From an optimization exercise on the open Yosys and OpenROAD flow, aimed at a short achievable clock period and few clock cycles; shortcuts taken in it are not production practice. RTL that was checked went through simulation tests only; none was proved equivalent to the original.

==> job 6930 <==
// MCU
module MCU(clk,reset,imem_addr,imem_data,dmem_addr,dmem_we,dmem_wdata,dmem_rdata,
           in_data,out_we,out_addr,out_data);
clock: 8.0 ns
lec_check: 0
abc_clock_period_in_ps: 2000
cap_margin: 20
core_margin: 2
core_utilization: 40
slew_margin: 20
synth_hierarchical: 1
tns_end_percent: 100
standard.sh (not shown) runs the stock make flow with config.mk's settings and CLKGATE_MAP_FILE= SYNTH_SCRIPT=/design/flow/synth_recipe.tcl, a recipe that flattens the netlist after the stock synthesis.
==> flow/flow/run.sh <==
#!/bin/bash
set -euo pipefail
bash standard.sh SETUP_SLACK_MARGIN=5.5 MATCH_CELL_FOOTPRINT=0 \
  "BUFFER_PORTS_ARGS=-buffer_cell sky130_fd_sc_hd__buf_4" finish > standard_flow.log 2>&1
==> job 4747 (differences from job 6930) <==
--- a/flow/design.v
+++ b/flow/design.v
@@ -119,35 +119,24 @@
 module MCU_opsel(res, rdata, indata, oth, s_res, s_ld, s_in, s_oth, y);
 input  [7:0] res, rdata, indata, oth;
 input        s_res, s_ld, s_in, s_oth;
 output [7:0] y;
 assign y = ({8{s_res}} & res) | ({8{s_ld}} & rdata) | ({8{s_in}} & indata)
          | ({8{s_oth}} & oth);
 endmodule
 `timescale 1ns / 1ps
-module MCU_pcsel(ra, rd, ri, t, p1, p2, jra, jrd, jri, e1, e2, e3, z, bok, c0, c1, k1);
-input  [7:0] ra, rd, ri, t, p1, p2;
-input        jra, jrd, jri, e1, e2, e3, z, bok;
-output [7:0] c0, c1;
-output       k1;
-wire jr = jra | jrd | jri;
-wire taken = e1 | (e2 & z) | (e3 & ~z);
-wire [7:0] r = ({8{jra}} & ra) | ({8{jrd}} & rd) | ({8{jri}} & ri);
-assign c0 = r | ({8{~jr}} & (taken ? t : p1));
-assign c1 = ~bok ? c0 : (r | ({8{~jr}} & (taken ? t : p2)));
-assign k1 = bok & (jr | taken);
-endmodule
-module MCU_bsel(b, c0, c1, k1, pc, kill);
-input  [7:0] c0, c1;
-input        b, k1;
+module MCU_pcsel(r, t, p1, p2, jr, e1, e2, e3, z, b, pc, kill);
+input  [7:0] r, t, p1, p2;
+input        jr, e1, e2, e3, z, b;
 output [7:0] pc;
 output       kill;
-assign pc   = b ? c1 : c0;
-assign kill = b & k1;
+wire taken = e1 | (e2 & z) | (e3 & ~z);
+assign pc   = jr ? r : taken ? t : b ? p2 : p1;
+assign kill = (jr | taken) & b;
 endmodule
 module MCU_isbr(op, y);
 input  [4:0] op;
 output       y;
 assign y = (op[4:1] == 4'b0101) | (op == 5'b01100) | (op[4:1] == 4'b1001);
 endmodule
 `timescale 1ns / 1ps
 module MCU(clk,reset,imem_addr,imem_data,dmem_addr,dmem_we,dmem_wdata,dmem_rdata,
@@ -183,27 +172,16 @@
 reg [2:0]  da_ex;
 reg        rw_ex, mw_ex, out_ex;
 reg        add_ex, sub_ex, slt_ex, and_ex, or_ex, xor_ex, not_ex, mov_ex,
            shl_ex, shr_ex, ld_ex, in_ex;
 reg        bz_ex, bnz_ex, jr_ex, jpc_ex;
 reg        pend_ex;      
 reg [7:0]  t_ex;         
 reg [7:0]  t1_ex;        
-reg        az_ex;        
-reg        fc_v;         
-reg [7:0]  fc_key;       
-reg [7:0]  fc_s;         
-reg [7:0]  fc_t;         
-reg [7:0]  fc_x3;        
-reg [2:0]  fc_r;         
-reg        fc_pol;       
-reg        fold_f;       
-reg        fold_v;       
-reg        fv_pred;      
 reg [7:0]  rf [1:7];
 reg        rfz [1:7];    
 wire [7:0] alu_ex;       
 wire [7:0] res_ex;       
 wire       zr_ex, zall_ex;
 MCU_alu u_alu (.a(a_ex), .b(b_ex), .a2(a2_ex), .b2(b2_ex), .sh(sh_ex), .mskl(mskl_ex), .mskr(mskr_ex),
                .op_add(add_ex), .op_sub(sub_ex), .op_slt(slt_ex), .op_and(and_ex),
                .op_or(or_ex), .op_xor(xor_ex), .op_not(not_ex), .op_mov(mov_ex),
@@ -218,17 +196,17 @@
 assign out_addr   = q_addr;
 assign out_data   = q_wdata;
 assign out_we     = out_ex;
 always @(posedge clk)
   if (rw_ex && da_ex != 3'd0) begin
     rf[da_ex]  <= res_ex;
     rfz[da_ex] <= zall_ex;
   end
-wire a_ex_zero = az_ex;
+wire a_ex_zero = (a2_ex == 8'd0);
 wire ex_cond   = (bz_ex & a_ex_zero) | (bnz_ex & ~a_ex_zero);
 wire ex_taken  = jpc_ex | jr_ex | ex_cond;
 wire take_ex   = kill_d & ex_taken;         
 wire recover   = pend_ex & ex_cond;         
 wire [4:0] op  = ir_d[16:12];
 wire [2:0] da  = ir_d[11:9];
 wire [2:0] aa  = ir_d[8:6];
 wire [2:0] ba  = ir_d[5:3];
@@ -279,121 +257,80 @@
 MCU_opsel u_sb  (.res(alu_ex), .rdata(dmem_rdata), .indata(in_data), .oth(b_oth),
                  .s_res(fb_res), .s_ld(fb_ld), .s_in(fb_in), .s_oth(~fwd_b), .y(b_val));
 MCU_opsel u_sb2 (.res(alu_ex), .rdata(dmem_rdata), .indata(in_data), .oth(b_oth),
                  .s_res(fb_res), .s_ld(fb_ld), .s_in(fb_in), .s_oth(~fwd_b), .y(b2_val));
 MCU_opsel u_sqd (.res(alu_ex), .rdata(dmem_rdata), .indata(in_data), .oth(b_oth),
                  .s_res(fb_res), .s_ld(fb_ld), .s_in(fb_in), .s_oth(~fwd_b), .y(qd_val));
 wire [7:0] t_rel = pc1_d + {{2{im[5]}}, im};
 wire       rf_a_zero = (aa == 3'd0) ? 1'b1 : rfz[aa];
-wire [2:0] fr   = fc_r;
-wire fw_a   = d_rw & (da == fr) & (fr != 3'd0);     
-wire fw_e   = ex_wr & (da_ex == fr);                
-wire fslowa = fw_a & (d_ld | d_in | d_slt);
-wire fslowe = ~fw_a & fw_e & (ld_ex | in_ex | slt_ex);
-wire unfold = fold_f & (fslowa | fslowe);
-wire fpred  = fold_f & fw_a & ~fslowa;              
-wire fexe   = fold_f & ~fw_a & fw_e & ~fslowe;      
-wire frfz   = (fr == 3'd0) ? 1'b1 : rfz[fr];
-wire fexr   = fold_f & ~fw_a & ~fw_e;               
-wire frecover = fold_v & ((fc_pol ? ~zr_ex : zr_ex) != fv_pred);
-wire kill_cur = recover | unfold | frecover;        
-wire dv    = ~kill_f & ~kill_cur;           
+wire dv    = ~kill_f & ~recover;            
 wire defer = fwd_a & (ld_ex | in_ex | slt_ex);   
 wire d_pend = dv & (d_bz | d_bnz) & defer;
 wire jr = dv & d_jmr & fwd_a;
-wire e1 = take_ex | recover | unfold | frecover
-        | (fpred & fc_pol)
-        | (fexr & (fc_pol ? ~frfz : frfz))
+wire e1 = take_ex | recover
         | (dv & (d_jmp | d_jml | (d_jmr & ~fwd_a)))
         | (dv & ~fwd_a & ((d_bz & rf_a_zero) | (d_bnz & ~rf_a_zero)));
-wire e2 = (dv & fwd_a & ~defer & d_bz) | (fexe & ~fc_pol);
-wire e3 = (dv & fwd_a & ~defer & d_bnz) | (fexe & fc_pol);
-wire [7:0] t = unfold ? fc_s - 8'd2
-             : frecover ? (fv_pred ? fc_x3 : fc_t)
-             : fold_f ? fc_t
-             : recover ? (d_isbr ? t1_ex : t_ex)
+wire e2 = dv & fwd_a & ~defer & d_bz;
+wire e3 = dv & fwd_a & ~defer & d_bnz;
+wire [7:0] t = recover ? (d_isbr ? t1_ex : t_ex)
              : take_ex ? (jr_ex ? a2_ex : t_ex)
              : (dv & d_jmr) ? rf_a
              : t_rel;
 wire [4:0] fop = imem_data[16:12];
 wire f_br;
 MCU_isbr u_isbr (.op(fop), .y(f_br));
+wire f_isbr = ~kill_f & ~recover & f_br;
 wire [7:0] pc_p1 = pc_f + 8'd1;
 wire [7:0] pc_p2 = pc_f + 8'd2;
-wire fhit = fc_v & (pc_f == fc_key) & ~kill_f & ~kill_d & ~fold_f & ~fold_v &
-            ~take_ex & ~recover & ~d_isbr;
-wire [7:0] p1 = fhit ? fc_s : fold_f ? fc_x3 : pc_p1;
-wire ffill = dv & (d_bz | d_bnz) & ~defer & im[5] & ~f_br;
 wire [7:0] pc_nxt;
 wire       kill_nxt;
-wire [7:0] pc_c0, pc_c1;
-wire       pc_k1;
-MCU_pcsel u_pcsel (.ra(alu_ex), .rd(dmem_rdata), .ri(in_data), .t(t), .p1(p1), .p2(pc_p2),
-                   .jra(jr & ~ld_ex & ~in_ex), .jrd(jr & ld_ex), .jri(jr & in_ex),
-                   .e1(e1), .e2(e2), .e3(e3), .z(zr_ex), .bok(~kill_f & ~kill_cur),
-                   .c0(pc_c0), .c1(pc_c1), .k1(pc_k1));
-MCU_bsel u_bsel (.b(f_br), .c0(pc_c0), .c1(pc_c1), .k1(pc_k1), .pc(pc_nxt),
-                 .kill(kill_nxt));
+MCU_pcsel u_pcsel (.r(res_ex), .t(t), .p1(pc_p1), .p2(pc_p2), .jr(jr),
+                   .e1(e1), .e2(e2), .e3(e3), .z(zr_ex), .b(f_isbr),
+                   .pc(pc_nxt), .kill(kill_nxt));
 assign imem_addr = pc_f;
 always @(posedge clk or negedge reset)
 begin
   if (!reset) begin
     pc_f    <= 8'd0;
     kill_f  <= 1'b0;
     ir_d    <= 17'd0;
     kill_d  <= 1'b0;
     rw_ex   <= 1'b0;
     mw_ex   <= 1'b0;
     out_ex  <= 1'b0;
     add_ex  <= 1'b0; sub_ex <= 1'b0; slt_ex <= 1'b0; and_ex <= 1'b0;
     or_ex   <= 1'b0; xor_ex <= 1'b0; not_ex <= 1'b0; mov_ex <= 1'b0;
     shl_ex  <= 1'b0; shr_ex <= 1'b0; ld_ex  <= 1'b0; in_ex  <= 1'b0;
     bz_ex   <= 1'b0; bnz_ex <= 1'b0; jr_ex  <= 1'b0; jpc_ex <= 1'b0;
     pend_ex <= 1'b0;
-    fc_v    <= 1'b0;
-    fold_f  <= 1'b0;
-    fold_v  <= 1'b0;
   end else begin
     pc_f    <= pc_nxt;
     kill_f  <= kill_nxt;
-    ir_d    <= (kill_f | kill_cur) ? 17'd0 : imem_data;
-    kill_d  <= kill_f | kill_cur;
-    fold_f  <= fhit & ~f_br;
-    fold_v  <= fpred;
-    if (ffill) fc_v <= 1'b1;
+    ir_d    <= (kill_f | recover) ? 17'd0 : imem_data;
+    kill_d  <= kill_f | recover;
     rw_ex   <= d_rw;
     mw_ex   <= d_st;
     out_ex  <= d_out;
     add_ex  <= d_add; sub_ex <= d_sub; slt_ex <= d_slt; and_ex <= d_and;
     or_ex   <= d_or;  xor_ex <= d_xor; not_ex <= d_not; mov_ex <= d_mov;
     shl_ex  <= d_shl; shr_ex <= d_shr; ld_ex  <= d_ld;  in_ex  <= d_in;
     bz_ex   <= d_bz;  bnz_ex <= d_bnz; jr_ex  <= d_jmr; jpc_ex <= d_jmp | d_jml;
     pend_ex <= d_pend;
   end
 end
 always @(posedge clk)
 begin
   pc1_d   <= pc_p1;
-  fv_pred <= fc_pol;
-  if (ffill) begin
-    fc_key <= pc1_d - 8'd2;
-    fc_s   <= pc_f;
-    fc_t   <= t_rel;
-    fc_x3  <= pc_p1;
-    fc_r   <= aa;
-    fc_pol <= d_bnz;
-  end
   da_ex   <= da;
   a_ex    <= a_val;
   b_ex    <= b_val;
   a2_ex   <= a2_val;
   b2_ex   <= b2_val;
   q_addr  <= qa_val;
   q_wdata <= qd_val;
   sh_ex   <= sh;
   mskl_ex <= 8'hFF >> sh;
   mskr_ex <= 8'hFF << sh;
   t_ex    <= t_rel;
-  az_ex   <= d_link ? (pc1_d == 8'd0) : fwd_a ? zall_ex : rf_a_zero;
   t1_ex   <= t_rel + 8'd1;
 end
 endmodule
==> flow_summary.yaml <==
outcome:
  outcome: "timing/DRC/antenna clean"
power_and_ir_drop:
  power_uw: 3800
floorplanning:
  start_util_pct: 40.3
global_routing:
  use_met1_pct: 30.8
placement:
  routabilityCongestion: 0.871
cts:
  htree_num_levels: 4
critical_path:
  worstPathCellList: "buf_4 > buf_6 > inv_4 > ha_4 > nor4_1 > o211ai_1 > and3_1 > nand4_1 > buf_6 > mux2i_4 > a21oi_1 > o31ai_1"
the above is filed under job 4747

==> flow_summary.yaml <==
cts:
  htree_num_levels: 1
global_routing:
  use_met1_pct: 33.4
placement:
  routabilityCongestion: 0.940
floorplanning:
  start_util_pct: 40.8
power_and_ir_drop:
  power_uw: 4840
outcome:
  outcome: "timing/DRC/antenna clean"
the above is filed under job 6930

Testbench counts of job 4747, summed over its fixed seeds: cycles 140,966.
Function not checked in job 6930: the RTL went through the layout flow alone.

separate check: timing with driven ports:
In the flow no input, the clock included, has a driving cell. The finished layouts below were timed again as built, in two steps.
Step 1 assumes that a clkbuf_16 drives the clock port and a buf_2 every other input.
Step 2 times the ports against the registers' clock, not the clock port: input delays grow and output delays shrink by t, the midpoint of the rising clock arrivals with the driver on.
a / b / c = ideal / step 1 / step 2; a / b = the first two.
run	t (ns)	setup slack, ns	worst hold slack (ns)
job 6930	0.601	4.347 / 4.347 / 4.347	0.425 / 0.425 / 0.425
job 4747	0.488	5.214 / 5.214 / 4.836	0.344 / 0.344 / 0.344
After both steps setup and hold are still met in every run listed. For job 4747, which loses most, drivers alone change the setup slack by 0.000 ns; drivers and shift together by -0.378 ns.
